Background: an optimization exercise with open tools, aiming at small area and a short achievable clock period. Do not read the settings as production practice. In this exercise RTL edits were held to simulation tests only and were not proved equivalent to the original. Power figures rest on the tool's default switching activity, not on a simulated workload.

**flow/run.sh**
```bash
#!/bin/bash
# synth_recipe.tcl (not shown) runs the flow's synth.tcl, then flattens the netlist and writes it again
# the make line also repeats each setting of config.mk as NAME=value (left out here)
make -C /OpenROAD-flow-scripts/flow DESIGN_CONFIG=/design/flow/config.mk WORK_HOME=/design/flow/orfs CLKGATE_MAP_FILE= SYNTH_SCRIPT=/design/flow/synth_recipe.tcl finish
```
**flow/config.mk**
```make
export PLATFORM = sky130hd
export DESIGN_NAME = alu16_top
export DESIGN_NICKNAME = alu16_top
export VERILOG_FILES = /design/flow/design.v
export SDC_FILE = /design/flow/constraint.sdc
export NUM_CORES = 4
export LEC_CHECK = 0
export CAP_MARGIN = 20
export CORE_MARGIN = 2
export CORE_UTILIZATION = 55
export SETUP_SLACK_MARGIN = 3.0
export SLEW_MARGIN = 20
```
**flow/constraint.sdc**
```tcl
create_clock -name core_clock -period 6.5 [get_ports {clk}]
set_input_delay 1.3000 -clock core_clock [delete_from_list [all_inputs] [get_ports {clk}]]
set_output_delay 1.3000 -clock core_clock [all_outputs]
set_load 0.01 [all_outputs]
```
**flow/design.v**
```verilog
module fa1 (input a, input b, input ci, output s, output co);
  assign s = a ^ b ^ ci;
  assign co = (a & b) | (a & ci) | (b & ci);
endmodule
module ha1 (input a, input b, output s, output co);
  assign s = a ^ b;
  assign co = a & b;
endmodule
module adder16_7 (
    input [15:0] x,
    input [15:0] y,
    output [15:0] sum
  );
  wire [15:0] p = x ^ y;
  wire [15:0] g[0:4];
  wire [15:0] q[0:4];
  assign g[0] = x & y;
  assign q[0] = p;
  genvar l, i;
  generate for (l = 0; l < 4; l = l + 1) begin : g_lvl
    for (i = 0; i < 16; i = i + 1) begin : g_bit
      if ((i >> l) & 1) begin : g_op
        localparam integer J = ((i >> l) << l) - 1;
        assign g[l + 1][i] = g[l][i] | (q[l][i] & g[l][J]);
        assign q[l + 1][i] = q[l][i] & q[l][J];
      end else begin : g_pass
        assign g[l + 1][i] = g[l][i];
        assign q[l + 1][i] = q[l][i];
      end
    end
  end endgenerate
  assign sum = p ^ {g[4][14:0], 1'b0};
endmodule
module boolean16_9 (
    input [5:0] alufn,
    input [15:0] a,
    input [15:0] b,
    output [15:0] out
  );
  wire f_and = alufn[3:0] == 4'h8;
  wire f_or  = alufn[3:0] == 4'he;
  wire f_xor = alufn[3:0] == 4'h6;
  wire f_a   = alufn[3:0] == 4'ha;
  assign out = ({16{f_and}} & (a & b)) | ({16{f_or}} & (a | b)) |
               ({16{f_xor}} & (a ^ b)) | ({16{f_a}} & a);
endmodule
module compare16_10 (
    input eq,
    input ltf,
    input ltd,
    input d15,
    output out
  );
  assign out = eq | ltf | (ltd & d15);
endmodule
module shifter16_8 (
    input [4:0] s,
    output [15:0] fill
  );
  assign fill = s[4] ? 16'hffff : ~(16'hffff << s[3:0]);
endmodule
module bpp (input one, input two, input neg, input m1, input m0, output p);
  assign p = ((one & m1) | (two & m0)) ^ neg;
endmodule
module bppi (input one, input two, input neg, input m1, input m0, input inj, output p);
  assign p = ((one & m1) | (two & m0) | inj) ^ neg;
endmodule
module benc (input b2, input b1, input b0, input mul, input f1, input f2,
             output one, output two, output neg);
  assign one = (mul & (b1 ^ b0)) | f1;
  assign two = (mul & ((b2 & ~b1 & ~b0) | (~b2 & b1 & b0))) | f2;
  assign neg = mul & b2;
endmodule
module alu_3 (
    input  [5:0]  alufn,
    input  [15:0] a,
    input  [15:0] b,
    output [57:0] cs
  );
  wire [1:0] grp = alufn[5:4];
  wire arith = grp == 2'b00;
  wire mul   = arith & (alufn[1:0] == 2'b10);
  wire addl  = (arith & ~alufn[1]) | (grp == 2'b11);  
  wire subl  = (arith & alufn[0]) | (grp == 2'b11);   
  wire shen  = (grp == 2'b10) & ~(alufn[1] & ~alufn[0]);
  wire rsh   = (grp == 2'b10) & alufn[0];             
  wire sra   = rsh & alufn[1];
  wire [15:0] m;
  genvar gi;
  generate for (gi = 0; gi < 16; gi = gi + 1) begin : g_m
    assign m[gi] = rsh ? a[15 - gi] : a[gi];
  end endgenerate
  wire [15:0] boolr;
  boolean16_9 bu (.alufn(alufn), .a(a), .b(b), .out(boolr));
  wire [15:0] fillm;
  shifter16_8 sh (.s(b[4:0]), .fill(fillm));
  wire [15:0] yv = subl ? ~b :
                   ((arith & ~alufn[1]) ? b :
                   ((grp == 2'b01) ? boolr :
                   ((sra & a[15]) ? fillm : 16'h0000)));
  wire [16:0] bx = {b, 1'b0};
  wire [7:0] one, two, neg;
  generate for (gi = 0; gi < 8; gi = gi + 1) begin : g_booth
    wire hit = shen & ~b[4] & (b[3:1] == gi);
    benc u_enc (.b2(bx[2*gi+2]), .b1(bx[2*gi+1]), .b0(bx[2*gi]), .mul(mul),
                .f1((hit & ~b[0]) | ((gi == 0) & addl)), .f2(hit & b[0]),
                .one(one[gi]), .two(two[gi]), .neg(neg[gi]));
  end endgenerate
  wire [16:0] mx = {m, 1'b0};
  wire [15:0] pp0;
  generate for (gi = 0; gi < 16; gi = gi + 1) begin : g_pp0
    bpp u_pp (.one(one[0]), .two(two[0]), .neg(neg[0]), .m1(mx[gi + 1]), .m0(mx[gi]), .p(pp0[gi]));
  end endgenerate
  wire [13:0] pp1;
  generate for (gi = 0; gi < 14; gi = gi + 1) begin : g_pp1
    bppi u_pp (.one(one[1]), .two(two[1]), .neg(neg[1]), .m1(mx[gi + 1]), .m0(mx[gi]), .inj(yv[gi + 2]), .p(pp1[gi]));
  end endgenerate
  wire [11:0] pp2;
  generate for (gi = 0; gi < 12; gi = gi + 1) begin : g_pp2
    bpp u_pp (.one(one[2]), .two(two[2]), .neg(neg[2]), .m1(mx[gi + 1]), .m0(mx[gi]), .p(pp2[gi]));
  end endgenerate
  wire [9:0] pp3;
  generate for (gi = 0; gi < 10; gi = gi + 1) begin : g_pp3
    bpp u_pp (.one(one[3]), .two(two[3]), .neg(neg[3]), .m1(mx[gi + 1]), .m0(mx[gi]), .p(pp3[gi]));
  end endgenerate
  wire [7:0] pp4;
  generate for (gi = 0; gi < 8; gi = gi + 1) begin : g_pp4
    bpp u_pp (.one(one[4]), .two(two[4]), .neg(neg[4]), .m1(mx[gi + 1]), .m0(mx[gi]), .p(pp4[gi]));
  end endgenerate
  wire [5:0] pp5;
  generate for (gi = 0; gi < 6; gi = gi + 1) begin : g_pp5
    bpp u_pp (.one(one[5]), .two(two[5]), .neg(neg[5]), .m1(mx[gi + 1]), .m0(mx[gi]), .p(pp5[gi]));
  end endgenerate
  wire [3:0] pp6;
  generate for (gi = 0; gi < 4; gi = gi + 1) begin : g_pp6
    bpp u_pp (.one(one[6]), .two(two[6]), .neg(neg[6]), .m1(mx[gi + 1]), .m0(mx[gi]), .p(pp6[gi]));
  end endgenerate
  wire [1:0] pp7;
  generate for (gi = 0; gi < 2; gi = gi + 1) begin : g_pp7
    bpp u_pp (.one(one[7]), .two(two[7]), .neg(neg[7]), .m1(mx[gi + 1]), .m0(mx[gi]), .p(pp7[gi]));
  end endgenerate
  wire e0 = neg[0] | yv[0];
  wire cin = subl;
  wire s1, c2;
  fa1 u_s1 (.a(e0), .b(cin), .ci(pp0[0]), .s(s1), .co(c2));
  wire s3, c4;
  fa1 u_s3 (.a(neg[1]), .b(pp0[2]), .ci(pp1[0]), .s(s3), .co(c4));
  wire s5, c6;
  fa1 u_s5 (.a(neg[2]), .b(pp0[4]), .ci(pp1[2]), .s(s5), .co(c6));
  wire s7, c8;
  fa1 u_s7 (.a(pp0[5]), .b(pp1[3]), .ci(pp2[1]), .s(s7), .co(c8));
  wire s9, c10;
  fa1 u_s9 (.a(neg[3]), .b(pp0[6]), .ci(pp1[4]), .s(s9), .co(c10));
  wire s11, c12;
  fa1 u_s11 (.a(pp0[7]), .b(pp1[5]), .ci(pp2[3]), .s(s11), .co(c12));
  wire s13, c14;
  fa1 u_s13 (.a(neg[4]), .b(pp0[8]), .ci(pp1[6]), .s(s13), .co(c14));
  wire s15, c16;
  fa1 u_s15 (.a(pp2[4]), .b(pp3[2]), .ci(pp4[0]), .s(s15), .co(c16));
  wire s17, c18;
  fa1 u_s17 (.a(pp0[9]), .b(pp1[7]), .ci(pp2[5]), .s(s17), .co(c18));
  wire s19, c20;
  fa1 u_s19 (.a(neg[5]), .b(pp0[10]), .ci(pp1[8]), .s(s19), .co(c20));
  wire s21, c22;
  fa1 u_s21 (.a(pp2[6]), .b(pp3[4]), .ci(pp4[2]), .s(s21), .co(c22));
  wire s23, c24;
  fa1 u_s23 (.a(pp0[11]), .b(pp1[9]), .ci(pp2[7]), .s(s23), .co(c24));
  wire s25, c26;
  fa1 u_s25 (.a(pp3[5]), .b(pp4[3]), .ci(pp5[1]), .s(s25), .co(c26));
  wire s27, c28;
  fa1 u_s27 (.a(neg[6]), .b(pp0[12]), .ci(pp1[10]), .s(s27), .co(c28));
  wire s29, c30;
  fa1 u_s29 (.a(pp2[8]), .b(pp3[6]), .ci(pp4[4]), .s(s29), .co(c30));
  wire s31, c32;
  fa1 u_s31 (.a(pp0[13]), .b(pp1[11]), .ci(pp2[9]), .s(s31), .co(c32));
  wire s33, c34;
  fa1 u_s33 (.a(pp3[7]), .b(pp4[5]), .ci(pp5[3]), .s(s33), .co(c34));
  wire s35, c36;
  fa1 u_s35 (.a(neg[7]), .b(pp0[14]), .ci(pp1[12]), .s(s35), .co(c36));
  wire s37, c38;
  fa1 u_s37 (.a(pp2[10]), .b(pp3[8]), .ci(pp4[6]), .s(s37), .co(c38));
  wire s39, c40;
  fa1 u_s39 (.a(pp5[4]), .b(pp6[2]), .ci(pp7[0]), .s(s39), .co(c40));
  wire s41;
  fa1 u_s41 (.a(pp0[15]), .b(pp1[13]), .ci(pp2[11]), .s(s41), .co());
  wire s42;
  fa1 u_s42 (.a(pp3[9]), .b(pp4[7]), .ci(pp5[5]), .s(s42), .co());
  assign cs = {pp7[1], pp6[3], s42, s41, c40, c38, c36, s39, s37, s35, c34, c32, pp6[1], s33, s31, c30, c28, pp6[0], pp5[2], s29, s27, c26, c24, s25, s23, c22, c20, pp5[0], s21, s19, c18, pp4[1], pp3[3], s17, c16, c14, s15, s13, c12, pp3[1], s11, c10, pp3[0], pp2[2], s9, c8, s7, c6, pp2[0], s5, pp1[1], pp0[3], c4, s3, pp0[1], yv[1], c2, s1};
endmodule
module alu16_top (
    input clk,
    input [5:0] alufn,
    input [15:0] a,
    input [15:0] b,
    output reg [15:0] y
  );
  wire [57:0] cs;
  alu_3 alu (.alufn(alufn), .a(a), .b(b), .cs(cs));
  wire [1:0] grp = alufn[5:4];
  reg [57:0] cs_q;
  reg sel_sum_q, sel_rev_q, eqsel_q, ltf_q, ltd_q;
  always @(posedge clk) begin
    cs_q <= cs;
    sel_sum_q <= ~grp[1] | (~grp[0] & ~alufn[0]);    
    sel_rev_q <= (grp == 2'b10) & alufn[0];           
    eqsel_q <= (grp == 2'b11) & alufn[1] & (a == b);
    ltf_q <= (grp == 2'b11) & alufn[2] & a[15] & ~b[15];
    ltd_q <= (grp == 2'b11) & alufn[2] & ~(a[15] ^ b[15]);
  end
  wire s43 = cs_q[51] ^ cs_q[52];
  wire s44, c45;
  ha1 u_s44 (.a(cs_q[22]), .b(cs_q[23]), .s(s44), .co(c45));
  wire s46, c47;
  ha1 u_s46 (.a(cs_q[27]), .b(cs_q[28]), .s(s46), .co(c47));
  wire s48, c49;
  ha1 u_s48 (.a(cs_q[31]), .b(cs_q[32]), .s(s48), .co(c49));
  wire s50, c51;
  fa1 u_s50 (.a(cs_q[35]), .b(cs_q[36]), .ci(cs_q[37]), .s(s50), .co(c51));
  wire s52, c53;
  ha1 u_s52 (.a(cs_q[38]), .b(cs_q[39]), .s(s52), .co(c53));
  wire s54, c55;
  fa1 u_s54 (.a(cs_q[41]), .b(cs_q[42]), .ci(cs_q[43]), .s(s54), .co(c55));
  wire s56, c57;
  ha1 u_s56 (.a(cs_q[44]), .b(cs_q[45]), .s(s56), .co(c57));
  wire s58, c59;
  fa1 u_s58 (.a(cs_q[46]), .b(cs_q[47]), .ci(cs_q[48]), .s(s58), .co(c59));
  wire s60, c61;
  ha1 u_s60 (.a(cs_q[49]), .b(cs_q[50]), .s(s60), .co(c61));
  wire s62;
  fa1 u_s62 (.a(cs_q[53]), .b(cs_q[54]), .ci(cs_q[55]), .s(s62), .co());
  wire s63;
  fa1 u_s63 (.a(cs_q[56]), .b(cs_q[57]), .ci(s43), .s(s63), .co());
  wire s64, c65;
  ha1 u_s64 (.a(cs_q[12]), .b(cs_q[13]), .s(s64), .co(c65));
  wire s66, c67;
  ha1 u_s66 (.a(cs_q[16]), .b(cs_q[17]), .s(s66), .co(c67));
  wire s68, c69;
  ha1 u_s68 (.a(cs_q[19]), .b(cs_q[20]), .s(s68), .co(c69));
  wire s70, c71;
  fa1 u_s70 (.a(cs_q[24]), .b(cs_q[25]), .ci(cs_q[26]), .s(s70), .co(c71));
  wire s72, c73;
  fa1 u_s72 (.a(cs_q[29]), .b(cs_q[30]), .ci(c45), .s(s72), .co(c73));
  wire s74, c75;
  fa1 u_s74 (.a(cs_q[33]), .b(cs_q[34]), .ci(c47), .s(s74), .co(c75));
  wire s76, c77;
  fa1 u_s76 (.a(cs_q[40]), .b(c49), .ci(s52), .s(s76), .co(c77));
  wire s78, c79;
  fa1 u_s78 (.a(c53), .b(s56), .ci(c51), .s(s78), .co(c79));
  wire s80, c81;
  fa1 u_s80 (.a(c57), .b(s60), .ci(c55), .s(s80), .co(c81));
  wire s82;
  fa1 u_s82 (.a(c61), .b(c59), .ci(s62), .s(s82), .co());
  wire s83, c84;
  ha1 u_s83 (.a(cs_q[1]), .b(cs_q[2]), .s(s83), .co(c84));
  wire s85, c86;
  ha1 u_s85 (.a(cs_q[5]), .b(cs_q[6]), .s(s85), .co(c86));
  wire s87, c88;
  ha1 u_s87 (.a(cs_q[8]), .b(cs_q[9]), .s(s87), .co(c88));
  wire s89, c90;
  ha1 u_s89 (.a(cs_q[10]), .b(cs_q[11]), .s(s89), .co(c90));
  wire s91, c92;
  fa1 u_s91 (.a(cs_q[14]), .b(cs_q[15]), .ci(s64), .s(s91), .co(c92));
  wire s93, c94;
  fa1 u_s93 (.a(cs_q[18]), .b(c65), .ci(s66), .s(s93), .co(c94));
  wire s95, c96;
  fa1 u_s95 (.a(cs_q[21]), .b(c67), .ci(s68), .s(s95), .co(c96));
  wire s97, c98;
  fa1 u_s97 (.a(s44), .b(c69), .ci(s70), .s(s97), .co(c98));
  wire s99, c100;
  fa1 u_s99 (.a(s46), .b(c71), .ci(s72), .s(s99), .co(c100));
  wire s101, c102;
  fa1 u_s101 (.a(s48), .b(c73), .ci(s74), .s(s101), .co(c102));
  wire s103, c104;
  fa1 u_s103 (.a(s50), .b(c75), .ci(s76), .s(s103), .co(c104));
  wire s105, c106;
  fa1 u_s105 (.a(s54), .b(c77), .ci(s78), .s(s105), .co(c106));
  wire s107, c108;
  fa1 u_s107 (.a(s58), .b(c79), .ci(s80), .s(s107), .co(c108));
  wire s109;
  fa1 u_s109 (.a(s63), .b(c81), .ci(s82), .s(s109), .co());
  wire [15:0] sx = {c108, c106, c104, c102, c100, c98, c96, c94, c92, c90, c88, c86, cs_q[7], cs_q[4], cs_q[3], cs_q[0]};
  wire [15:0] sy = {s109, s107, s105, s103, s101, s99, s97, s95, s93, s91, s89, s87, s85, c84, s83, 1'b0};
  wire [15:0] sum;
  adder16_7 add (.x(sx), .y(sy), .sum(sum));
  wire cmp;
  compare16_10 comp (.eq(eqsel_q), .ltf(ltf_q), .ltd(ltd_q), .d15(sum[15]), .out(cmp));
  wire [15:0] rv;
  assign rv[15] = cs_q[0];
  assign rv[14] = cs_q[1] | cs_q[2] | cs_q[3];
  assign rv[13] = cs_q[4];
  assign rv[12] = cs_q[5] | cs_q[6] | cs_q[7];
  assign rv[11] = cs_q[8] | cs_q[9];
  assign rv[10] = cs_q[10] | cs_q[11];
  assign rv[9] = cs_q[12] | cs_q[13] | cs_q[14] | cs_q[15];
  assign rv[8] = cs_q[16] | cs_q[17] | cs_q[18];
  assign rv[7] = cs_q[19] | cs_q[20] | cs_q[21];
  assign rv[6] = cs_q[22] | cs_q[23] | cs_q[24] | cs_q[25] | cs_q[26];
  assign rv[5] = cs_q[27] | cs_q[28] | cs_q[29] | cs_q[30];
  assign rv[4] = cs_q[31] | cs_q[32] | cs_q[33] | cs_q[34];
  assign rv[3] = cs_q[35] | cs_q[36] | cs_q[37] | cs_q[38] | cs_q[39] | cs_q[40];
  assign rv[2] = cs_q[41] | cs_q[42] | cs_q[43] | cs_q[44] | cs_q[45];
  assign rv[1] = cs_q[46] | cs_q[47] | cs_q[48] | cs_q[49] | cs_q[50];
  assign rv[0] = cs_q[51] | cs_q[52] | cs_q[53] | cs_q[54] | cs_q[55] | cs_q[56] | cs_q[57];
  wire [15:0] res = ({16{sel_sum_q}} & sum) | ({16{sel_rev_q}} & rv) |
                    {15'd0, cmp};
  always @(posedge clk) begin
    y <= res;
  end
endmodule
```
==> key figures, run 1 <==
GRT
  • First-pass GRT wire length: 38200 um
  • Largest net degree at the start of global routing: 25
  • Initial antenna violation count: 0
  • GRT Util Overall: 34.0%
  • GR Overflow Total: 0
  • Vias in the first global route: roughly 7000

Pwr
  • Worst vdd ir: about 130 uV
  • PD cells: roughly 220 nW/um^2
  • Pleak: between 3 and 4 nW

STA
  • Hold Vio Cnt, Final: 0
  • Setup WS post-layout: 2.98 ns
  • Period utilisation layout: a little over half
  • Fin crit period: 3.52 ns
  • Final setup TNS: 0 ns
  • Clk_skew: approximately 0.010 ns
  • Max-slew violation count: 0
  • FMAX: approximately 280 MHz
  • RSZ-0062 raised after global routing: yes
  • # setup viols final: 0
  • Slew at the pin closest to its max-slew limit: 0.928 ns
  • Slew Limit Headroom: a little under two fifths

Floorplanning
  • Die height: roughly 120 um
  • Die W: roughly 120 um
  • Initial core utilization: 56.7%
  • Die area: 14700 um^2
  • Number of cell rows: 42
  • Core ar.: about 13000 um^2
  • I/O pins: 55

Layout
  • Multi-input gate area: 5670 um^2
  • Fillers: ~1100
  • FF+latch area: roughly 1600 um^2
  • Antenna diode count: 0
  • Share of layout cells above drive strength 1: 18.4%
  • Final net count: 1069
  • Area Overhead vs Synth: 19.8%

Flow run
  • Max_cap viols: 0

Synthesis
  • Yosys cell types: between 80 and 90
  • Async S/R FF share, synth: 0%
  • Post-Synthesis Cells: between 800 and 900
  • Synth Net Count: slightly above 1000
  • Synthesized area per cell: roughly 8.9 um^2
  • Register area share after synthesis: between 20% and 30%
  • Synth Register Bits: between 70 and 80
  • Post-synthesis cell area: between 7000 and 8000 um^2
  • Post-synth EDFFs: 0
  • Ys Warns: 2
  • Ys flop type: dfxtp_1

Drt
  • Vias: 6883
  • Drt first pass iters: 5
  • Vias per cell: 6.31
  • Post-route DRC: 0
  • Avg WL per Cell: ~23 um
  • Antenna Nets Post-Route: 0
  • WL final: 24800 um
  • 1st-iter DRT viols: roughly 660

Placed design
  • Final GP Congestion: between 1 and 1.5
  • I/O Buffers: 54
  • DP Wirelength: around 19000 um
  • Setup slack at placement: between 1 and 1.5 ns

CTS
  • H-tree levels: 3
  • Clock Latency Late Sink: between 0.3 and 0.4 ns
  • CTS Buffer Depth: 2
  • Root Driver: clkbuf_16
  • Clock Sinks: 79
  • Num CTS Buffers: 9
  • CTS tree: yes
  • Worst-path clk slew: roughly 0.06 ns

Worst setup path
  • Reg2reg setup slack: ~3.1 ns
  • CP delay by family, top: buffers and inverters
  • Crit-path cells: clkbuf_4 -> nor4b_4 -> buf_4 -> and2_1 -> buf_4 -> a31oi_1 -> o32ai_4 -> buf_4 -> a22oi_1 -> xnor2_1 -> fa_1
  • Most frequent CP cell: buf_4
  • WP buf/inv: 4
  • Critical Path AT: between 3 and 4 ns
  • Kind of critical path: in -> reg
  • CP Capture Type: flop
  • Crit path largest cell delay: around 0.43 ns
  • CP Max Fanout: 15
  • CP Data Required Time: around 6.7 ns
  • Startpoint Class: primary input
  • Slowest cell on the critical path: fa_1

Hold path
  • Hold/Removal Path Class: reg -> reg

Outcome
  • Status: complete, no violations
[stage by stage]
step / util, % / instances / area (um^2) / total power, W / hold slack [ns]
after detailed placement: 61.0 / 1042 / 8150 / 0.00134 / 0.457
after CTS: 67.1 / 1086 / 8960 / 0.00196 / 0.477
after floorplan: - / 852 / 7570 / 0.00108 / 0.432
after global placement: 61.0 / 1042 / 8150 / 0.00132 / 0.451
final: 68.0 / 1091 / 9070 / 0.00202 / 0.482
after global routing: 68.0 / 1091 / 9070 / 0.00213 / 0.509
[registers in the layout, indices dropped and copies added, names as in the netlist]
signal     count
ltd_q          1
sel_rev_q      1
y             16
cs_q          58
sel_sum_q      1
ltf_q          1
eqsel_q        1
[worst register-to-register path, delay by kind of cell, from the launching register on]
kind / cells / cell delay (ns)
adders and majority gates: 4 / 1.47
AOI/OAI and AO/OA: 4 / 1.09
DFF: 1 / 0.33
buffers and inverters: 3 / 0.24
xor gates and xnor gates: 1 / 0.13
[path summary, 6_finish.rpt]
path / cells after the start / endpoint / startpoint
setup / recovery: 11 / cs_q[43]$_DFF_P_ / alufn[1]
hold / removal: 1 / y[0]$_DFF_P_ / ltd_q$_DFF_P_
setup reg to reg: 12 / y[0]$_DFF_P_ / cs_q[28]$_DFF_P_
hold reg to reg: 1 / y[0]$_DFF_P_ / ltd_q$_DFF_P_
[per-layer routing]
| metal | share of wire, % | GRT usage, % | vias up |
|---|---|---|---|
| li1 | - | - | 3103 |
| met5 | 0 | 0 | - |
| met1 | 39 | 41.0 | 3291 |
| met3 | 6.5 | 4.84 | 93 |
| met4 | 5.9 | 18.6 | 0 |
| met2 | 48 | 58.3 | 396 |
[report_power, final]
group / switching [W] / internal [W] / total [W]
Combinational: 0.000456 / 0.000381 / 0.000837
Clock: 0.000187 / 0.000394 / 0.000581
Sequential: 0.0000382 / 0.000567 / 0.000606
[logic make-up after synthesis]
group                      synth area share (%)
muxes                                     0.694
and+or+nand+nor                            10.9
xor gates and xnor gates                   11.6
DFF                                        20.9
adders and majority gates                  23.6
AOI/OAI and AO/OA                          23.5
buffers and inverters                      8.84
[final cells by class]
type / instances / share of cell area, %
sequential: 79 / 17.5
inverter: 114 / 4.90
timing repair buffer: 93 / 8.92
clock buffer: 12 / 2.83
clock inverter: 3 / 0.993
multi-input combinational: 614 / 62.5
tap: 176 / 2.43
[layout by cell type, fill, tap and decap left out, drive strengths merged, types with 6 or more instances in the layout]
cell	n
inv	109
dfxtp	79
xnor2	79
ha	79
nand2	61
o22ai	53
buf	48
a22oi	41
fa	40
nor2	34
o21ai	30
a21oi	23
xor2	21
clkdlybuf4s50	21
clkbuf	21
o221ai	19
nor3	11
a21boi	11
a211oi	9
a22o	8
a221oi	7
a21o	6
clkdlybuf4s15	6
a41oi	6
[what timing repair did]
item	4_1_cts	5_1_grt
gates cloned	1	1
hold buffers	0	0
setup buffers	28	4
pin swaps	12	18
hold endpoints to repair	0	0
gates resized for setup	128	54
endpoints found under the setup margin	61	35
[synth_stat cells, types with 3 or more instances]
cell / number / area, um^2
inv_1: 111 / 417
dfxtp_1: 79 / 1580
ha_1: 79 / 988
xnor2_1: 79 / 692
nand2_1: 59 / 221
o22ai_1: 53 / 332
fa_1: 40 / 801
a22oi_1: 36 / 270
nor2_1: 31 / 116
o21ai_0: 29 / 145
buf_2: 25 / 125
a21oi_1: 22 / 110
xor2_1: 21 / 184
o221ai_1: 18 / 158
clkbuf_1: 14 / 52.6
nor3_1: 11 / 55.1
a22o_1: 8 / 70.1
a21boi_1: 6 / 45.0
a21o_1: 6 / 45.0
a211oi_1: 5 / 37.5
a221oi_1: 5 / 43.8
a22oi_2: 5 / 62.6
nand3_1: 5 / 25.0
o22a_1: 5 / 43.8
a211oi_2: 4 / 50.1
and3_1: 4 / 25.0
nor2b_1: 4 / 25.0
nor4_1: 4 / 25.0
o211ai_1: 4 / 30.0
a221o_1: 3 / 30.0
a41oi_2: 3 / 48.8
buf_4: 3 / 22.5
buf_6: 3 / 33.8
mux2i_1: 3 / 30.0
nor4b_1: 3 / 26.3
==> inputs of run 2 (changes only) <==
==> flow/flow/run.sh (new file) <==
#!/bin/bash
# Standard layout with half-adder cells kept out of synthesis (abc maps
# half adders to plain gates); every tool's output goes to a log here.
set -e
cat >> "$FLOW_CONFIG" <<'EOC'
export DONT_USE_CELLS += sky130_fd_sc_hd__ha_1 sky130_fd_sc_hd__ha_2 sky130_fd_sc_hd__ha_4
EOC
bash standard.sh > standard.log 2>&1
==> flow/standard.sh (new file) <==
#!/bin/bash
# synth_recipe.tcl (not shown) runs the flow's synth.tcl, then flattens the netlist and writes it again
# the make line also repeats each setting of config.mk as NAME=value (left out here)
make -C /OpenROAD-flow-scripts/flow DESIGN_CONFIG=/design/flow/config.mk WORK_HOME=/design/flow/orfs CLKGATE_MAP_FILE= SYNTH_SCRIPT=/design/flow/synth_recipe.tcl "${@:-finish}"
--- a/flow/config.mk
+++ b/flow/config.mk
@@ -10,3 +10,4 @@
 export CORE_UTILIZATION = 55
 export SETUP_SLACK_MARGIN = 3.0
 export SLEW_MARGIN = 20
+export DONT_USE_CELLS += sky130_fd_sc_hd__ha_1 sky130_fd_sc_hd__ha_2 sky130_fd_sc_hd__ha_4
removed: flow/run.sh
==> run 2 against run 1 <==
Against the previous run:
- die area down 12%
- utilization increased by 0.68 points
- critical path type unchanged
- clock power is 0.9% lower
- cell count is 7.7% lower
- largest power group unchanged
- critical path depth shrank 1
- count of clock-buffer cells in the layout fell by 1
- combinational power is 16% lower
- clock skew down 0.0043 ns
==> key figures, run 2 <==
Floorplanning
  • Die area: 13000 um^2
  • Number of cell rows: 40
  • Core ar.: ~12000 um^2
  • Die height: around 110 um
  • Die W: around 110 um
  • I/O pins: 55
  • Initial core utilization: a little under three fifths

Drt
  • Vias per cell: ~6.2
  • Drt first pass iters: 5
  • WL final: 20200 um
  • 1st-iter DRT viols: around 520
  • Post-route DRC: 0
  • Antenna Nets Post-Route: 0
  • Avg WL per Cell: a little over 20 um
  • Vias: roughly 6300

CTS
  • Worst-path clk slew: 0.06 ns
  • Root Driver: clkbuf_16
  • Num CTS Buffers: 9
  • Clock Latency Late Sink: between 0.3 and 0.4 ns
  • CTS Buffer Depth: 2
  • CTS tree: yes
  • Clock Sinks: 79
  • H-tree levels: 3

Synthesis
  • Yosys top cell by area: dfxtp_1
  • Top cells by count, synth: 95 x xnor2_1, 79 x dfxtp_1, 71 x nand2_1, 63 x o22ai_1, 60 x o21ai_0
  • Ys Warns: 2
  • Share of the synthesized area in the top cell type: between 20% and 30%
  • Synth top area cells: dfxtp_1 24%, xnor2_1 13%, fa_1 12%, o22ai_1 5.9%, xor2_1 5.4%
  • Yosys cell types: 64
  • Post-synth EDFFs: 0
  • Post-Synthesis Cells: about 800
  • Synth Register Bits: a little under 80
  • Post-synthesis cell area: around 6600 um^2
  • Async S/R FF share, synth: 0%
  • Synthesized area per cell: about 8.3 um^2
  • Count leader, synth: xnor2_1
  • Synth Net Count: ~900
  • Register area share after synthesis: between 20% and 30%
  • Ys flop type: dfxtp_1

STA
  • Period utilisation layout: about 53%
  • Fin crit period: ~3.4 ns
  • # setup viols final: 0
  • Clk_skew: roughly 0.006 ns
  • Hold Vio Cnt, Final: 0
  • RSZ-0062 raised after global routing: no
  • Final setup TNS: 0 ns
  • FMAX: 292 MHz
  • Max-slew violation count: 0
  • Setup WS post-layout: between 3 and 4 ns
  • Slew at the pin closest to its max-slew limit: about 0.73 ns
  • Slew Limit Headroom: between 50 and 60%

GRT
  • Met3 usage: 3.99%
  • Grt met1 use: roughly two fifths
  • GRT Util Overall: 31.4%
  • First-pass GRT wire length: around 32000 um
  • Initial antenna violation count: 0
  • Largest net degree at the start of global routing: 27
  • Vias in the first global route: around 6100
  • GRT Max-Usage Layer: met2
  • Global Route met2 Usage: around 55%
  • GR Overflow Total: 0

Layout
  • FF+latch area: 1580 um^2
  • Biggest regs: cs_q (58), y (16)
  • Fillers: between 900 and 1000
  • Area Overhead vs Synth: 23.3%
  • Multi-input gate area: slightly below 5000 um^2
  • Most frequent cells in the layout: 95 x xnor2_1, 79 x dfxtp_1, 67 x nand2_1, 62 x o22ai_1, 56 x o21ai_0
  • Reg with most FFs: cs_q
  • Antenna diode count: 0
  • Share of layout cells above drive strength 1: 14.0%
  • Final net count: 934
  • Final Non-Filler Cells: 1007
  • Max reg flops: 58
  • Commonest non-fill, non-tap cell in the layout: xnor2_1
  • Fin area: just over 8000 um^2

Worst setup path
  • Slowest cell on the critical path: fa_1
  • Kind of critical path: in -> reg
  • CP Data Required Time: between 6 and 7 ns
  • CP Max Fanout: 26
  • CP delay by family, top: compound AO/OA/AOI/OAI gates
  • Startpoint Class: primary input
  • WP buf/inv: 3
  • Crit path largest cell delay: 0.45 ns
  • Crit-path cells: clkdlybuf4s15_2 -> and2_4 -> a21oi_2 -> buf_6 -> inv_4 -> a2111oi_2 -> a21oi_1 -> nor2_1 -> xor2_1 -> fa_1
  • Critical Path AT: 3.64 ns
  • CP Capture Type: flop

Placed design
  • I/O Buffers: 54
  • Area after DPL: 7260 um^2
  • Setup slack at placement: between 1.5 and 2 ns
  • Placed cell count: 960
  • DP Wirelength: approximately 15000 um
  • Final GP Congestion: 0.902

Pwr
  • Worst vdd ir: 176 uV
  • PD cells: roughly 230 nW/um^2
  • Pleak: ~3.2 nW

Outcome
  • Status: complete, no violations

Hold path
  • Hold/Removal Path Class: reg -> reg

Flow run
  • Max_cap viols: 0
## run 2: path summary, 6_finish.rpt
check | startpoint | endpoint | slack, ns | cells past startpoint
hold reg to reg | cs_q[21]$_DFF_P_ | y[7]$_DFF_P_ | 0.50 | 2
hold / removal | cs_q[21]$_DFF_P_ | y[7]$_DFF_P_ | 0.50 | 2
setup / recovery | alufn[5] | cs_q[11]$_DFF_P_ | 3.07 | 10
setup reg to reg | cs_q[24]$_DFF_P_ | y[15]$_DFF_P_ | 3.22 | 10
## run 2: per-layer routing
layer	vias to the layer above	part of all wire (%)
met2	300	48
met4	0	4.7
met1	2973	40
met3	71	6.6
met5	-	0
li1	2923	-
## run 2: cells by family (layout without fill, tap and decap cells)
kind of cell	count (synthesis)	count (layout)	share of synthesized area [%]
multiplexers	18	18	2.72
AND/OR/NAND/NOR	179	179	12.9
AO/OA/AOI/OAI	237	239	23.6
flip-flops	79	79	23.8
adder cells (fa/ha/maj)	42	42	12.4
buffers and inverters	110	166	6.35
XOR/XNOR	137	137	18.2
## run 2: tightest hold or removal path, delay by kind of cell (launching register included)
| family | cells | cell delay (ns) |
|---|---|---|
| AO/OA/AOI/OAI | 2 | 0.14 |
| flip-flops | 1 | 0.32 |
## run 2: repair_timing
| action | CTS | global route |
|---|---|---|
| gates resized for setup | 91 | 42 |
| pin swaps | 7 | 20 |
| endpoints found under the setup margin | 57 | 34 |
| hold endpoints to repair | 0 | 0 |
| cloned | 2 | 1 |
| buffers inserted | 16 | 12 |
| hold buffers | 0 | 0 |
## run 2: area by class of cell
class | instances | share of cell area [%]
multi-input combinational | 615 | 60.6
sequential | 79 | 19.3
timing repair buffer | 96 | 11.0
clock buffer | 11 | 2.97
inverter | 54 | 2.57
tap | 147 | 2.25
clock inverter | 5 | 1.27
## run 2: through the flow
stage / util (%) / total power (W) / hold WS [ns]
final: 68.7 / 0.00190 / 0.496
after CTS: 67.3 / 0.00190 / 0.490
after global routing: 68.7 / 0.00201 / 0.522
after global placement: 60.9 / 0.00127 / 0.477
after floorplan: - / 0.00107 / 0.427
after detailed placement: 60.9 / 0.00130 / 0.475
## run 2: report_power, final
part | switching, W | total, W | leakage [nW] | internal, W
logic | 0.000375 | 0.000702 | 2.37 | 0.000327
clock network | 0.000190 | 0.000576 | 0.170 | 0.000386
registers | 0.0000505 | 0.000620 | 0.653 | 0.000569
==> inputs of run 3 (changes only) <==
==> flow/flow/run.sh (replaced) <==
#!/bin/bash
# Standard layout (the standard.sh) with two changes to its settings:
# half-adder cells are kept out of synthesis (abc maps half adders to plain
# gates), and the port buffers are the smallest buffer cell.  The tools'
# output goes to standard.log here.
set -e
cat >> "$FLOW_CONFIG" <<'EOC'
export DONT_USE_CELLS += sky130_fd_sc_hd__ha_1 sky130_fd_sc_hd__ha_2 sky130_fd_sc_hd__ha_4
EOC
bash standard.sh > standard.log 2>&1
--- a/flow/config.mk
+++ b/flow/config.mk
@@ -8,6 +8,7 @@
 export CAP_MARGIN = 20
 export CORE_MARGIN = 2
 export CORE_UTILIZATION = 55
+export CTS_BUF_LIST = sky130_fd_sc_hd__clkbuf_4 sky130_fd_sc_hd__clkbuf_8
 export SETUP_SLACK_MARGIN = 3.0
 export SLEW_MARGIN = 20
 export DONT_USE_CELLS += sky130_fd_sc_hd__ha_1 sky130_fd_sc_hd__ha_2 sky130_fd_sc_hd__ha_4
==> run 3 against run 2 <==
Against the previous run:
- maximum frequency is 0.39% higher
- cell area is 1.3% lower
- sequential share of layout area is 0.25 points higher
- combinational power hardly changed
- total power is 6.9% lower
- first-iteration DRC count is 4.8% lower
- die area stayed put
- synthesized area stayed put
- sequential cell count stayed put
- critical endpoint is now cs_q[28]$_DFF_P_
- largest power group unchanged
- highest routed layer unchanged
==> key figures, run 3 <==
Outcome
  • Status: complete, no violations

Placed design
  • DP Wirelength: approximately 15000 um
  • I/O Buffers: 54
  • Placed cell count: 960
  • Setup slack at placement: 1.64 ns
  • Final GP Congestion: 0.902

Synthesis
  • Post-synth EDFFs: 0
  • Ys flop type: dfxtp_1
  • Synthesized area per cell: roughly 8.3 um^2
  • Register area share after synthesis: between 20% and 30%
  • Async S/R FF share, synth: 0%
  • Post-Synthesis Cells: 802
  • Synth Net Count: between 800 and 900
  • Share of the synthesized area in the top cell type: 23.8%
  • Yosys cell types: 64
  • Ys Warns: 2
  • Synth top area cells: dfxtp_1 24%, xnor2_1 13%, fa_1 12%, o22ai_1 5.9%, xor2_1 5.4%
  • Yosys top cell by area: dfxtp_1
  • Top cells by count, synth: 95 x xnor2_1, 79 x dfxtp_1, 71 x nand2_1, 63 x o22ai_1, 60 x o21ai_0
  • Count leader, synth: xnor2_1
  • Synth Register Bits: between 70 and 80
  • Post-synthesis cell area: between 6000 and 7000 um^2

Floorplanning
  • Core ar.: roughly 12000 um^2
  • Number of cell rows: 40
  • Initial core utilization: 55.7%
  • Die W: 114 um
  • I/O pins: 55
  • Die height: 114 um
  • Die area: 13000 um^2

STA
  • WHS: 0.496 ns
  • RSZ-0062 raised after global routing: yes
  • Period utilisation layout: ~53%
  • Slew at the pin closest to its max-slew limit: ~0.77 ns
  • Slew Limit Headroom: between 40% and 50%
  • Setup WS post-layout: between 3 and 4 ns
  • FMAX: about 290 MHz
  • Hold Vio Cnt, Final: 0
  • Final setup TNS: 0 ns
  • Clk_skew: 0.00771 ns
  • Max-slew violation count: 0
  • Fin crit period: roughly 3.4 ns
  • # setup viols final: 0

Drt
  • DRT met1 WL: 8180 um
  • Metal3 WL: about 1300 um
  • Vias: between 6000 and 7000
  • Vias per cell: 6.27
  • 1st-iter DRT viols: 496
  • Post-route DRC: 0
  • Drt first pass iters: 5
  • Uppermost routed layer: met4
  • WL final: ~20000 um
  • Wire length on met2: about 9800 um
  • Antenna Nets Post-Route: 0
  • Avg WL per Cell: roughly 20 um

CTS
  • Worst-path clk slew: ~0.080 ns
  • CTS Buffer Depth: 2
  • H-tree levels: 3
  • Root Driver: clkbuf_8
  • Clock Latency Late Sink: ~0.35 ns
  • Num CTS Buffers: 9
  • Clock Sinks: around 80
  • CTS tree: yes

Worst setup path
  • Kind of critical path: in -> reg
  • Startpoint Class: primary input
  • Reg2reg setup slack: about 3.2 ns
  • CP startpoint: b[10]
  • CP Max Fanout: 6
  • R2R Path Start: cs_q[24]$_DFF_P_
  • CP Capture Type: flop
  • CP Data Required Time: between 6 and 7 ns
  • Critical Path AT: around 3.7 ns

Layout
  • Commonest non-fill, non-tap cell in the layout: xnor2_1
  • Final Non-Filler Cells: 1007
  • Share of layout cells above drive strength 1: 14.0%
  • Antenna diode count: 0
  • Reg with most FFs: cs_q
  • Fillers: 1014
  • Area Overhead vs Synth: 21.6%
  • Multi-input gate area: 4960 um^2
  • FF+latch area: about 1600 um^2
  • Max reg flops: a little under 60
  • Final net count: 934
  • Most frequent cells in the layout: 95 x xnor2_1, 79 x dfxtp_1, 68 x nand2_1, 61 x o22ai_1, 54 x o21ai_0
  • Biggest regs: cs_q (58), y (16)

Pwr
  • PD cells: 219 nW/um^2
  • Pleak: roughly 3.1 nW
  • Worst vdd ir: around 100 uV
  • Total power: around 0.0018 W

Flow run
  • Max_cap viols: 0

GRT
  • GR Overflow Total: 0
  • GRT Util Overall: a little under a third
  • Initial antenna violation count: 0
  • Vias in the first global route: between 6000 and 7000
  • First-pass GRT wire length: about 31000 um
  • Largest net degree at the start of global routing: 27

Hold path
  • Hold/Removal Path Class: reg -> reg
  • Hold path start: cs_q[30]$_DFF_P_
-- run 3: cell count changes in the layout (fill, tap and decap cells not counted), moves of 2 or more --
cell and delta:
buf_2 +3, clkbuf_16 -9, clkbuf_8 +9, o21ai_0 -2, o21ai_1 +2, o221ai_1 -2, o221ai_2 +2
-- run 3: kinds of logic (layout without fill, tap and decap cells) --
family	after synthesis	after routing	share of synthesized area [%]
mux	18	18	2.72
xor+xnor	137	137	18.2
compound gates	237	239	23.6
fa+ha+maj	42	42	12.4
simple gates	179	179	12.9
buf+inv	110	166	6.35
flops	79	79	23.8
-- run 3: where the power goes --
part	switching (W)	internal, W
Sequential	0.0000503	0.000568
Combinational	0.000375	0.000328
Clock	0.000175	0.000271
Total	0.000601	0.00117
-- run 3: cell type report --
type / count / share of cell area [%]
clock inverters: 5 / 1.29
inverters: 54 / 2.64
flip-flops and latches: 79 / 19.6
multi-input cells: 615 / 61.5
clock buffers: 11 / 1.80
well taps: 147 / 2.28
repair buffers: 96 / 10.9
-- run 3: per-stage QoR --
stage | area [um^2] | util, %
floorplan | 6660 | -
global placement | 7250 | 60.9
detailed placement | 7260 | 60.9
CTS | 7870 | 66.0
global route | 8070 | 67.8
finish | 8070 | 67.8
-- run 3: layer usage --
layer | track usage, % | up-vias
met2 | 53.5 | 344
met1 | 39.2 | 2966
li1 | - | 2928
met5 | 0 | -
met3 | 3.13 | 73
met4 | 14.6 | 0
-- run 3: repair_timing --
item / in CTS / in global routing
pin swaps: 4 / 20
hold buffers: 0 / 0
cloned: 2 / 2
setup buffers: 12 / 15
setup endpoints to repair: 57 / 33
gates resized for setup: 87 / 46
-- run 3: final timing paths --
check	end	depth (start not counted)
worst max-delay path	cs_q[28]$_DFF_P_	9
worst max register to register	y[15]$_DFF_P_	10
worst min-delay path	y[5]$_DFF_P_	2
worst min register to register	y[5]$_DFF_P_	2
-- run 3: critical path, stage by stage --
cell and delay, ns:
clkdlybuf4s50_1 0.63, inv_1 0.11, a21o_1 0.17, a32oi_1 0.21, o221ai_1 0.12, o21ai_0 0.25
o221ai_1 0.19, xnor2_1 0.24, fa_1 0.43
==> inputs of run 4 (changes only) <==
--- a/flow/flow/run.sh
+++ b/flow/flow/run.sh
@@ -6,5 +6,6 @@
 set -e
 cat >> "$FLOW_CONFIG" <<'EOC'
 export DONT_USE_CELLS += sky130_fd_sc_hd__ha_1 sky130_fd_sc_hd__ha_2 sky130_fd_sc_hd__ha_4
+export BUFFER_PORTS_ARGS = -buffer_cell sky130_fd_sc_hd__buf_1
 EOC
 bash standard.sh > standard.log 2>&1
--- a/flow/config.mk
+++ b/flow/config.mk
@@ -12,3 +12,4 @@
 export SETUP_SLACK_MARGIN = 3.0
 export SLEW_MARGIN = 20
 export DONT_USE_CELLS += sky130_fd_sc_hd__ha_1 sky130_fd_sc_hd__ha_2 sky130_fd_sc_hd__ha_4
+export BUFFER_PORTS_ARGS = -buffer_cell sky130_fd_sc_hd__buf_1
==> run 4 against run 3 <==
Against the previous run:
- hold slack improved by 0.015 ns
- register-to-register slack improved by 0.07 ns
- critical path depth decreased by 3
- via count decreased by 0.67%
- maximum frequency decreased by 1.9%
- setup slack got worse by 0.068 ns
- die area unchanged
- cell area decreased by 6.0%
- critical path type unchanged
- critical endpoint is now cs_q[17]$_DFF_P_
==> key figures, run 4 <==
Drt
  • Vias per cell: 6.27
  • WL final: around 21000 um
  • Post-route DRC: 0
  • 1st-iter DRT viols: 579
  • Drt first pass iters: 6
  • Vias: about 6300
  • Avg WL per Cell: ~21 um
  • Antenna Nets Post-Route: 0

STA
  • RSZ-0062 raised after global routing: no
  • Slew at the pin closest to its max-slew limit: 0.795 ns
  • # setup viols final: 0
  • Setup WS post-layout: approximately 3 ns
  • Hold Vio Cnt, Final: 0
  • Slew Limit Headroom: between 40% and 50%
  • Clk_skew: ~0.0059 ns
  • Fin crit period: approximately 3.5 ns
  • Max-slew violation count: 0
  • Final setup TNS: 0 ns
  • FMAX: between 200 and 300 MHz
  • Period utilisation layout: 53.6%

Layout
  • Area Overhead vs Synth: 14.4%
  • Biggest regs: cs_q (58), y (16)
  • Reg with most FFs: cs_q
  • FF+latch area: 1580 um^2
  • Multi-input gate area: 4890 um^2
  • Fillers: 1080
  • Final net count: just over 900
  • Share of layout cells above drive strength 1: around an eighth
  • Antenna diode count: 0
  • Fin area: approximately 7600 um^2
  • Most frequent cells in the layout: 95 x xnor2_1, 79 x dfxtp_1, 68 x nand2_1, 63 x o22ai_1, 55 x o21ai_0
  • Max reg flops: slightly below 60
  • Commonest non-fill, non-tap cell in the layout: xnor2_1

Synthesis
  • Async S/R FF share, synth: 0%
  • Synth top area cells: dfxtp_1 24%, xnor2_1 13%, fa_1 12%, o22ai_1 5.9%, xor2_1 5.4%
  • Ys Warns: 2
  • Top cells by count, synth: 95 x xnor2_1, 79 x dfxtp_1, 71 x nand2_1, 63 x o22ai_1, 60 x o21ai_0
  • Yosys cell types: 64
  • Synthesized area per cell: 8.27 um^2
  • Post-synthesis cell area: 6640 um^2
  • Synth Register Bits: just under 80
  • Ys flop type: dfxtp_1
  • Register area share after synthesis: 23.8%
  • Share of the synthesized area in the top cell type: around a quarter
  • Post-Synthesis Cells: ~800
  • Yosys top cell by area: dfxtp_1
  • Post-synth EDFFs: 0
  • Synth Net Count: approximately 880
  • Count leader, synth: xnor2_1

GRT
  • Initial antenna violation count: 0
  • Vias in the first global route: a little under 6000
  • First-pass GRT wire length: approximately 32000 um
  • GRT Util Overall: a little under a third
  • GR Overflow Total: 0
  • Largest net degree at the start of global routing: 24

Pwr
  • Worst vdd ir: roughly 110 uV
  • Gate power share: 39.0%
  • PD cells: roughly 220 nW/um^2
  • Sw power: around 0.00060 W
  • Flop pwr share: ~38%
  • Clock power share: 23.4%
  • P_int: 0.00104 W
  • Switching share of total power: between 30 and 40%
  • Pleak: between 2 and 3 nW

CTS
  • CTS tree: yes
  • CTS Hold Bufs: 0
  • H-tree levels: 3
  • Clock Sinks: 79
  • Num CTS Buffers: 9
  • Worst-path clk slew: about 0.08 ns
  • Clock Latency Late Sink: between 0.3 and 0.4 ns
  • Root Driver: clkbuf_8
  • CTS Buffer Depth: 2

Floorplanning
  • Die area: 13000 um^2
  • Core ar.: between 10000 and 15000 um^2
  • Initial core utilization: 55.7%
  • Die W: around 110 um
  • Die height: ~110 um
  • I/O pins: between 50 and 60
  • Number of cell rows: 40

Hold path
  • Hold Path Depth: 2
  • Hold/Removal Path Class: reg -> reg

Worst setup path
  • CP Data Required Time: around 6.7 ns
  • Critical Path AT: between 3 and 4 ns
  • Worst r2r path cells: 10
  • CP Capture Type: flop
  • CP Max Fanout: 18
  • Kind of critical path: in -> reg
  • Startpoint Class: primary input

Flow run
  • Max_cap viols: 0

Placed design
  • DP Wirelength: around 15000 um
  • Setup slack at placement: roughly 1.7 ns
  • I/O Buffers: 54
  • Area after DPL: between 6000 and 7000 um^2
  • Final GP Congestion: around 0.91

Outcome
  • Status: complete, no violations
-- run 4: cell counts after synthesis --
No cell type changed its count.
-- run 4: per-layer routing --
| layer | track usage, % | wire length, um |
|---|---|---|
| met5 | 0 | 0 |
| met4 | 14.6 | 1090 |
| met3 | 3.19 | 1320 |
| met1 | 40.2 | 8270 |
| met2 | 54.0 | 9850 |
-- run 4: kinds of logic after synthesis --
| group | Yosys count | share of synthesized area [%] |
|---|---|---|
| buf+inv | 110 | 6.35 |
| mux | 18 | 2.72 |
| xor+xnor | 137 | 18.2 |
| flops | 79 | 23.8 |
| fa+ha+maj | 42 | 12.4 |
| simple gates | 179 | 12.9 |
| compound gates | 237 | 23.6 |
-- run 4: path summary, 6_finish.rpt --
path | slack (ns) | end | start
worst min register to register | 0.51 | y[7]$_DFF_P_ | cs_q[21]$_DFF_P_
worst max-delay path | 3.02 | cs_q[17]$_DFF_P_ | b[2]
worst max register to register | 3.29 | y[0]$_DFF_P_ | cs_q[26]$_DFF_P_
worst min-delay path | 0.51 | y[7]$_DFF_P_ | cs_q[21]$_DFF_P_
-- run 4: final cells by class --
type	count	share of cell area (%)
clock buffers	12	2.18
clock inverters	4	0.676
inverters	54	2.72
multi-input cells	614	64.4
flip-flops and latches	79	20.8
well taps	147	2.42
repair buffers	90	6.72
-- run 4: power by group through the flow --
stage	Sequential [W]	Clock, W	Combinational [W]
after floorplan	0.000638	0	0.000437
after global placement	0.000626	0	0.000588
after detailed placement	0.000628	0	0.000606
after CTS	0.000617	0.000395	0.000626
after global routing	0.000626	0.000412	0.000713
final	0.000617	0.000385	0.000642
-- run 4: worst max-delay path, stage by stage --
cell and delay (ns):
buf_2 0.34, nor2b_1 0.73, a22oi_2 0.40, o22ai_1 0.30, xnor2_1 0.17, fa_1 0.46
-- run 4: repair_timing --
action	4_1_cts	5_1_grt
gates resized for setup	40	26
cloned	2	2
setup buffers	8	14
pin swaps	2	5
setup endpoints to repair	46	38
-- run 4: stage by stage --
stage / hold WS [ns] / utilization, % / std cells / power [W]
2_1_floorplan: 0.427 / - / 802 / 0.00107
3_3_place_gp: 0.476 / 57.9 / 957 / 0.00121
3_5_place_dp: 0.485 / 58.0 / 958 / 0.00123
4_1_cts: 0.508 / 62.1 / 984 / 0.00164
5_1_grt: 0.530 / 63.7 / 1000 / 0.00175
6_report: 0.511 / 63.7 / 1000 / 0.00164
==> inputs of run 5 (changes only) <==
--- a/flow/config.mk
+++ b/flow/config.mk
@@ -9,7 +9,7 @@
 export CORE_MARGIN = 2
 export CORE_UTILIZATION = 55
 export CTS_BUF_LIST = sky130_fd_sc_hd__clkbuf_4 sky130_fd_sc_hd__clkbuf_8
-export SETUP_SLACK_MARGIN = 3.0
+export SETUP_SLACK_MARGIN = 3.6
 export SLEW_MARGIN = 20
 export DONT_USE_CELLS += sky130_fd_sc_hd__ha_1 sky130_fd_sc_hd__ha_2 sky130_fd_sc_hd__ha_4
 export BUFFER_PORTS_ARGS = -buffer_cell sky130_fd_sc_hd__buf_1
==> run 5 against run 4 <==
Against the previous run:
- routed wire length is 27% higher
- critical path depth is 6 higher
- cell area is 26% higher
- sequential power hardly changed
- via count is 14% higher
- count of clock-buffer cells in the layout is 3 lower
==> key figures, run 5 <==
Drt
  • WL final: about 26000 um
  • 1st-iter DRT viols: 725
  • Vias: just over 7000
  • Avg WL per Cell: between 20 and 25 um
  • Post-route DRC: 0
  • Antenna Nets Post-Route: 0
  • Drt first pass iters: 5
  • Vias per cell: ~6.6

CTS
  • H-tree levels: 3
  • CTS Buffer Depth: 2
  • CTS tree: yes
  • Clock Sinks: a little under 80
  • Num CTS Buffers: 9
  • Worst-path clk slew: roughly 0.090 ns
  • CTS Hold Bufs: 0
  • Clock Latency Late Sink: roughly 0.37 ns
  • Root Driver: clkbuf_8

STA
  • Setup WS post-layout: roughly 3.2 ns
  • FMAX: between 200 and 300 MHz
  • Clk_skew: ~0.013 ns
  • Fin crit period: approximately 3.3 ns
  • Slew Limit Headroom: between 40% and 50%
  • Hold Vio Cnt, Final: 0
  • Period utilisation layout: 51.4%
  • RSZ-0062 raised after global routing: yes
  • # setup viols final: 0
  • Slew at the pin closest to its max-slew limit: approximately 0.75 ns
  • Max-slew violation count: 0
  • Final setup TNS: 0 ns

Pwr
  • Worst vdd ir: around 90 uV
  • PD cells: roughly 190 nW/um^2
  • Sw power: between 0.0007 and 0.0008 W
  • Clock power share: between 15 and 20%
  • Pleak: 3.70 nW
  • Flop pwr share: 35.0%
  • Switching share of total power: between 30% and 40%
  • Gate power share: 45.6%
  • P_int: approximately 0.0011 W

Placed design
  • I/O Buffers: 54
  • Setup slack at placement: approximately 1.7 ns
  • Area after DPL: ~7000 um^2
  • DP Wirelength: around 15000 um
  • Final GP Congestion: between 0.9 and 1

Synthesis
  • Register area share after synthesis: around a quarter
  • Async S/R FF share, synth: 0%
  • Post-Synthesis Cells: ~800
  • Ys Warns: 2
  • Top cells by count, synth: 95 x xnor2_1, 79 x dfxtp_1, 71 x nand2_1, 63 x o22ai_1, 60 x o21ai_0
  • Yosys top cell by area: dfxtp_1
  • Synth top area cells: dfxtp_1 24%, xnor2_1 13%, fa_1 12%, o22ai_1 5.9%, xor2_1 5.4%
  • Yosys cell types: 64
  • Synth Register Bits: approximately 80
  • Share of the synthesized area in the top cell type: about a quarter
  • Synth Net Count: between 800 and 900
  • Post-synthesis cell area: 6640 um^2
  • Synthesized area per cell: 8.27 um^2
  • Ys flop type: dfxtp_1
  • Count leader, synth: xnor2_1
  • Post-synth EDFFs: 0

GRT
  • GRT Util Overall: around 36%
  • First-pass GRT wire length: approximately 36000 um
  • Largest net degree at the start of global routing: 25
  • Initial antenna violation count: 0
  • Vias in the first global route: about 6600
  • GR Overflow Total: 0

Layout
  • Reg with most FFs: cs_q
  • Most frequent cells in the layout: 83 x buf_4, 75 x dfxtp_1, 71 x xnor2_1, 64 x nand2_1, 50 x inv_1
  • Share of layout cells above drive strength 1: a little over a third
  • Fin area: 9550 um^2
  • Area Overhead vs Synth: 43.9%
  • Max reg flops: just under 60
  • Final net count: approximately 1000
  • Commonest non-fill, non-tap cell in the layout: buf_4
  • Biggest regs: cs_q (58), y (16)
  • Antenna diode count: 0

Floorplanning
  • Core ar.: ~12000 um^2
  • Number of cell rows: 40
  • I/O pins: 55
  • Initial core utilization: 55.7%
  • Die W: 114 um
  • Die height: between 100 and 150 um
  • Die area: roughly 13000 um^2

Worst setup path
  • Critical Path AT: between 3 and 4 ns
  • Startpoint Class: primary input
  • CP Max Fanout: 7
  • CP Capture Type: flop
  • CP Data Required Time: 6.75 ns
  • Kind of critical path: in -> reg

Hold path
  • Hold/Removal Path Class: reg -> reg

Outcome
  • Status: complete, no violations

Flow run
  • Max_cap viols: 0
run 5: final timing paths:
kind | startpoint | slack [ns] | end | depth (start not counted)
worst max-delay path | alufn[1] | 3.16 | cs_q[11]$_DFF_P_ | 12
worst min-delay path | ltd_q$_DFF_P_ | 0.49 | y[0]$_DFF_P_ | 2
worst max register to register | cs_q[26]$_DFF_P_ | 3.40 | y[15]$_DFF_P_ | 11
worst min register to register | ltd_q$_DFF_P_ | 0.49 | y[0]$_DFF_P_ | 2
run 5: metrics by stage:
step / total power, W / std cells / utilization (%) / hold slack (ns)
after floorplan: 0.00109 / 802 / - / 0.427
after global placement: 0.00122 / 955 / 58.9 / 0.467
after detailed placement: 0.00125 / 955 / 59.0 / 0.479
after CTS: 0.00168 / 1042 / 73.3 / 0.491
after global routing: 0.00187 / 1087 / 80.1 / 0.519
final: 0.00177 / 1087 / 80.1 / 0.490
run 5: logic make-up (layout without fill, tap and decap cells):
family	after synthesis	in the layout	synth area share, %
AO/OA/AOI/OAI	237	240	23.6
XOR/XNOR	137	137	18.2
adder cells (fa/ha/maj)	42	42	12.4
buffers and inverters	110	245	6.35
flip-flops	79	79	23.8
multiplexers	18	18	2.72
AND/OR/NAND/NOR	179	179	12.9
run 5: worst max-delay path: stages:
cell	delay, ns
buf_8	0.08
buf_12	0.11
nand2b_4	0.06
nand3b_1	0.10
buf_6	0.17
nor3_4	0.05
buf_6	0.14
buf_4	0.16
a31oi_4	0.49
o22ai_1	0.24
xnor2_1	0.22
fa_2	0.46
run 5: layout make-up:
class / count / area (um^2)
clock buffer: 9 / 124
clock inverter: 7 / 57.6
fill: 732 / 2370
inverter: 54 / 223
multi-input combinational: 616 / 5870
sequential: 79 / 1590
tap: 147 / 184
timing repair buffer: 175 / 1500
run 5: what timing repair did:
action,CTS,global route
setup endpoints to repair,62,48
gates cloned,6,3
buffers inserted,65,42
gates resized for setup,183,97
endpoints found under the hold margin,0,0
pin swaps,80,76
run 5: power groups by stage:
stage          Clock [W]  Sequential [W]  Combinational, W
2_1_floorplan          0        0.000638          0.000451
3_3_place_gp           0        0.000629          0.000594
3_5_place_dp           0        0.000630          0.000617
4_1_cts         0.000346        0.000619          0.000720
5_1_grt         0.000370        0.000632          0.000873
6_report        0.000345        0.000620          0.000807
run 5: metal layers:
| layer | vias up | global-route usage (%) | wire, um |
|---|---|---|---|
| met5 | - | 0 | 0 |
| li1 | 3083 | - | - |
| met2 | 528 | 62.5 | 12300 |
| met3 | 190 | 5.37 | 2220 |
| met4 | 0 | 23.3 | 2330 |
| met1 | 3374 | 42.1 | 9080 |
==> inputs of run 6 (changes only) <==
--- a/flow/config.mk
+++ b/flow/config.mk
@@ -9,7 +9,7 @@
 export CORE_MARGIN = 2
 export CORE_UTILIZATION = 55
 export CTS_BUF_LIST = sky130_fd_sc_hd__clkbuf_4 sky130_fd_sc_hd__clkbuf_8
-export SETUP_SLACK_MARGIN = 3.6
+export SETUP_SLACK_MARGIN = 3.3
 export SLEW_MARGIN = 20
 export DONT_USE_CELLS += sky130_fd_sc_hd__ha_1 sky130_fd_sc_hd__ha_2 sky130_fd_sc_hd__ha_4
 export BUFFER_PORTS_ARGS = -buffer_cell sky130_fd_sc_hd__buf_1
==> run 6 against run 5 <==
Against the previous run:
- critical path depth shrank 2
- combinational power is 8.9% lower
- global-route usage decreased by 3.4 points
- non-clock buffer count decreased by 45
- critical endpoint is now cs_q[49]$_DFF_P_
- largest cell class unchanged
==> key figures, run 6 <==
Worst setup path
  • CP Max Fanout: 18
  • CP Data Required Time: 6.73 ns
  • Crit path largest cell delay: a little under 0.5 ns
  • R2R Path Start: cs_q[25]$_DFF_P_
  • Slowest cell on the critical path: fa_1
  • R2R Path End: y[15]$_DFF_P_
  • CP startpoint: b[2]
  • Reg2reg setup slack: between 3 and 4 ns
  • Critical Path AT: between 3 and 4 ns
  • Worst r2r path cells: 10
  • Startpoint Class: primary input
  • CP Capture Type: flop
  • Crit-path cells: buf_1 -> buf_4 -> nor2_2 -> inv_1 -> nor2_2 -> a22o_1 -> inv_1 -> o22ai_2 -> xnor2_1 -> fa_1
  • Crit path capture: cs_q[49]$_DFF_P_
  • Kind of critical path: in -> reg

GRT
  • First-pass GRT wire length: around 33000 um
  • Largest net degree at the start of global routing: 21
  • GR Overflow Total: 0
  • GRT Util Overall: 32.8%
  • Initial antenna violation count: 0
  • Vias in the first global route: 6105

Layout
  • Max reg flops: 58
  • Biggest regs: cs_q (58), y (16)
  • Reg with most FFs: cs_q
  • Final net count: 968
  • Most frequent cells in the layout: 92 x xnor2_1, 78 x dfxtp_1, 66 x nand2_1, 53 x buf_4
  • Antenna diode count: 0
  • Commonest non-fill, non-tap cell in the layout: xnor2_1
  • Area Overhead vs Synth: 28.3%
  • Share of layout cells above drive strength 1: between 20 and 25%

Outcome
  • Status: complete, no violations

Synthesis
  • Post-synthesis cell area: 6640 um^2
  • Top cells by count, synth: 95 x xnor2_1, 79 x dfxtp_1, 71 x nand2_1, 63 x o22ai_1, 60 x o21ai_0
  • Largest family of logic cells by synthesized area: compound AO/OA/AOI/OAI gates
  • XOR/XNOR Fraction of Synth Area: between 10% and 20%
  • Post-Synthesis Cells: about 800
  • Synth Register Bits: 79
  • Async S/R FF share, synth: 0%
  • Ys Warns: 2
  • Synth Net Count: 881
  • Synthesized area per cell: roughly 8.3 um^2
  • Yosys cell types: 64
  • Post-synthesis adder-cell area fraction: 12.4%
  • Simple-gate portion of the synthesized area: between 10% and 20%
  • Multiplexer area fraction after synthesis: approximately 2.7%
  • Count leader, synth: xnor2_1
  • Register area share after synthesis: between 20% and 30%
  • Share of the synthesized area in the top cell type: about a quarter
  • Yosys top cell by area: dfxtp_1
  • Post-synth EDFFs: 0
  • Ys flop type: dfxtp_1
  • Compound-Gate Fraction of Synth Area: 23.6%
  • Synth top area cells: dfxtp_1 24%, xnor2_1 13%, fa_1 12%, o22ai_1 5.9%, xor2_1 5.4%

Pwr
  • Pleak: between 3 and 4 nW
  • Worst vdd ir: approximately 100 uV
  • PD cells: 203 nW/um^2
  • Total power: roughly 0.0017 W

CTS
  • Clock Latency Late Sink: about 0.36 ns
  • Num CTS Buffers: 9
  • Worst-path clk slew: 0.09 ns
  • Root Driver: clkbuf_8
  • CTS Buffer Depth: 2
  • H-tree levels: 3
  • Clock Sinks: 79
  • CTS tree: yes

Placed design
  • DP Wirelength: approximately 15000 um
  • Final GP Congestion: about 0.96
  • I/O Buffers: 54

Floorplanning
  • Initial core utilization: a little under three fifths
  • Die W: roughly 110 um
  • Die height: ~110 um
  • I/O pins: 55
  • Core ar.: between 10000 and 15000 um^2
  • Die area: around 13000 um^2
  • Number of cell rows: 40

Drt
  • Avg WL per Cell: ~21 um
  • Drt first pass iters: 5
  • Vias per cell: 6.37
  • Post-route DRC: 0
  • 1st-iter DRT viols: approximately 510
  • WL final: around 22000 um
  • Vias: 6629
  • Antenna Nets Post-Route: 0

STA
  • Fin crit period: 3.25 ns
  • FMAX: 307 MHz
  • Max-slew violation count: 0
  • Slew Limit Headroom: between 50% and 60%
  • Hold Vio Cnt, Final: 0
  • # setup viols final: 0
  • Final setup TNS: 0 ns
  • Period utilisation layout: 50.0%
  • RSZ-0062 raised after global routing: yes
  • Clk_skew: roughly 0.0081 ns
  • Slew at the pin closest to its max-slew limit: 0.749 ns

Hold path
  • Hold/Removal Path Class: reg -> reg

Flow run
  • Max_cap viols: 0
## run 6: repair_timing
item                                    in CTS  in global routing
pin swaps                                   22                 39
gates cloned                                 4                  3
resized for setup                           94                 62
buffers inserted                            32                 30
endpoints found under the setup margin      60                 40
hold buffers                                 0                  0
## run 6: layout make-up
type | count | area [um^2]
well taps | 147 | 184
fillers | 953 | 3400
inverters | 54 | 220
multi-input cells | 615 | 5290
clock buffers | 9 | 124
clock inverters | 7 | 80.1
repair buffers | 130 | 1030
flip-flops and latches | 79 | 1580
## run 6: stage by stage
stage               std cells  hold WS (ns)  setup WS (ns)  utilization (%)  area (um^2)
floorplan                 802         0.427           3.18                -         6840
global placement          956         0.465           1.80             58.7         6990
detailed placement        956         0.478           1.81             58.8         7000
CTS                      1008         0.497           3.30             66.9         7970
global route             1041         0.514           3.18             71.5         8510
finish                   1041         0.487           3.25             71.5         8510
## run 6: worst min path at each step
stage	from	to	slack (ns)	cells past startpoint
floorplan	ltf_q$_DFF_P_	y[0]$_DFF_P_	0.43	2
global route	ltd_q$_DFF_P_	y[0]$_DFF_P_	0.51	2
finish	ltd_q$_DFF_P_	y[0]$_DFF_P_	0.49	2
detailed placement	ltd_q$_DFF_P_	y[0]$_DFF_P_	0.48	2
CTS	ltd_q$_DFF_P_	y[0]$_DFF_P_	0.50	2
global placement	ltd_q$_DFF_P_	y[0]$_DFF_P_	0.46	2
## run 6: cells by family (layout without fill, tap and decap cells)
family | after synthesis | count (layout)
adder cells (fa/ha/maj) | 42 | 42
multiplexers | 18 | 18
XOR/XNOR | 137 | 137
buffers and inverters | 110 | 200
flip-flops | 79 | 79
AND/OR/NAND/NOR | 179 | 179
AO/OA/AOI/OAI | 237 | 239
## run 6: layer usage
layer  part of all wire [%]  track usage [%]
met4                    7.0             19.9
met1                     39             41.1
met5                      0                0
met2                     47             54.5
met3                    6.4             3.61
## run 6: worst max-delay path: cells and delay by family
| kind | cells | cell delay (ns) |
|---|---|---|
| simple gates | 2 | 0.55 |
| xor+xnor | 1 | 0.17 |
| compound gates | 2 | 0.44 |
| buf+inv | 4 | 0.53 |
| fa+ha+maj | 1 | 0.49 |
## run 6: where the power goes
| part | internal (W) | total [W] | switching [W] |
|---|---|---|---|
| logic | 0.000319 | 0.000735 | 0.000416 |
| registers | 0.000568 | 0.000617 | 0.0000488 |
| clock network | 0.000181 | 0.000378 | 0.000196 |
| total | 0.00107 | 0.00173 | 0.000661 |

-- what the ideal ports hide --
In the flow no input, the clock included, has a driving cell. The finished layouts below were timed again as built, in two steps. Step 1: set_driving_cell puts a clkbuf_16 on clk and a buf_2 on each other input, an assumption about the parent block. Step 2 moves the port delays by t, midway between the first and last clock arrival at a register: inputs arrive t later, outputs are due t later. That takes back most of the time a late clock gives input paths. Slacks: ideal ports / drivers / drivers and shift; pairs: ideal ports / drivers.
run	shift t [ns]	setup slack, ns	worst hold slack (ns)	slew at the worst register clock pin (ns)	cell pins on the clock port's net
run 1	0.368	2.977 / 2.996 / 2.628	0.482 / 0.482 / 0.482	0.06 / 0.06	1
run 2	0.368	3.070 / 3.083 / 2.715	0.496 / 0.496 / 0.496	0.06 / 0.06	1
run 3	0.381	3.083 / 3.089 / 2.708	0.496 / 0.496 / 0.496	0.08 / 0.08	1
run 4	0.369	3.016 / 3.028 / 2.659	0.511 / 0.511 / 0.511	0.08 / 0.08	1
run 5	0.394	3.156 / 3.139 / 2.746	0.490 / 0.490 / 0.490	0.10 / 0.10	1
run 6	0.389	3.247 / 3.259 / 2.871	0.487 / 0.487 / 0.487	0.09 / 0.09	1
After both steps setup and hold are still met in every run listed. For run 5, which loses most, drivers alone change the setup slack by -0.017 ns; drivers and shift together by -0.410 ns.
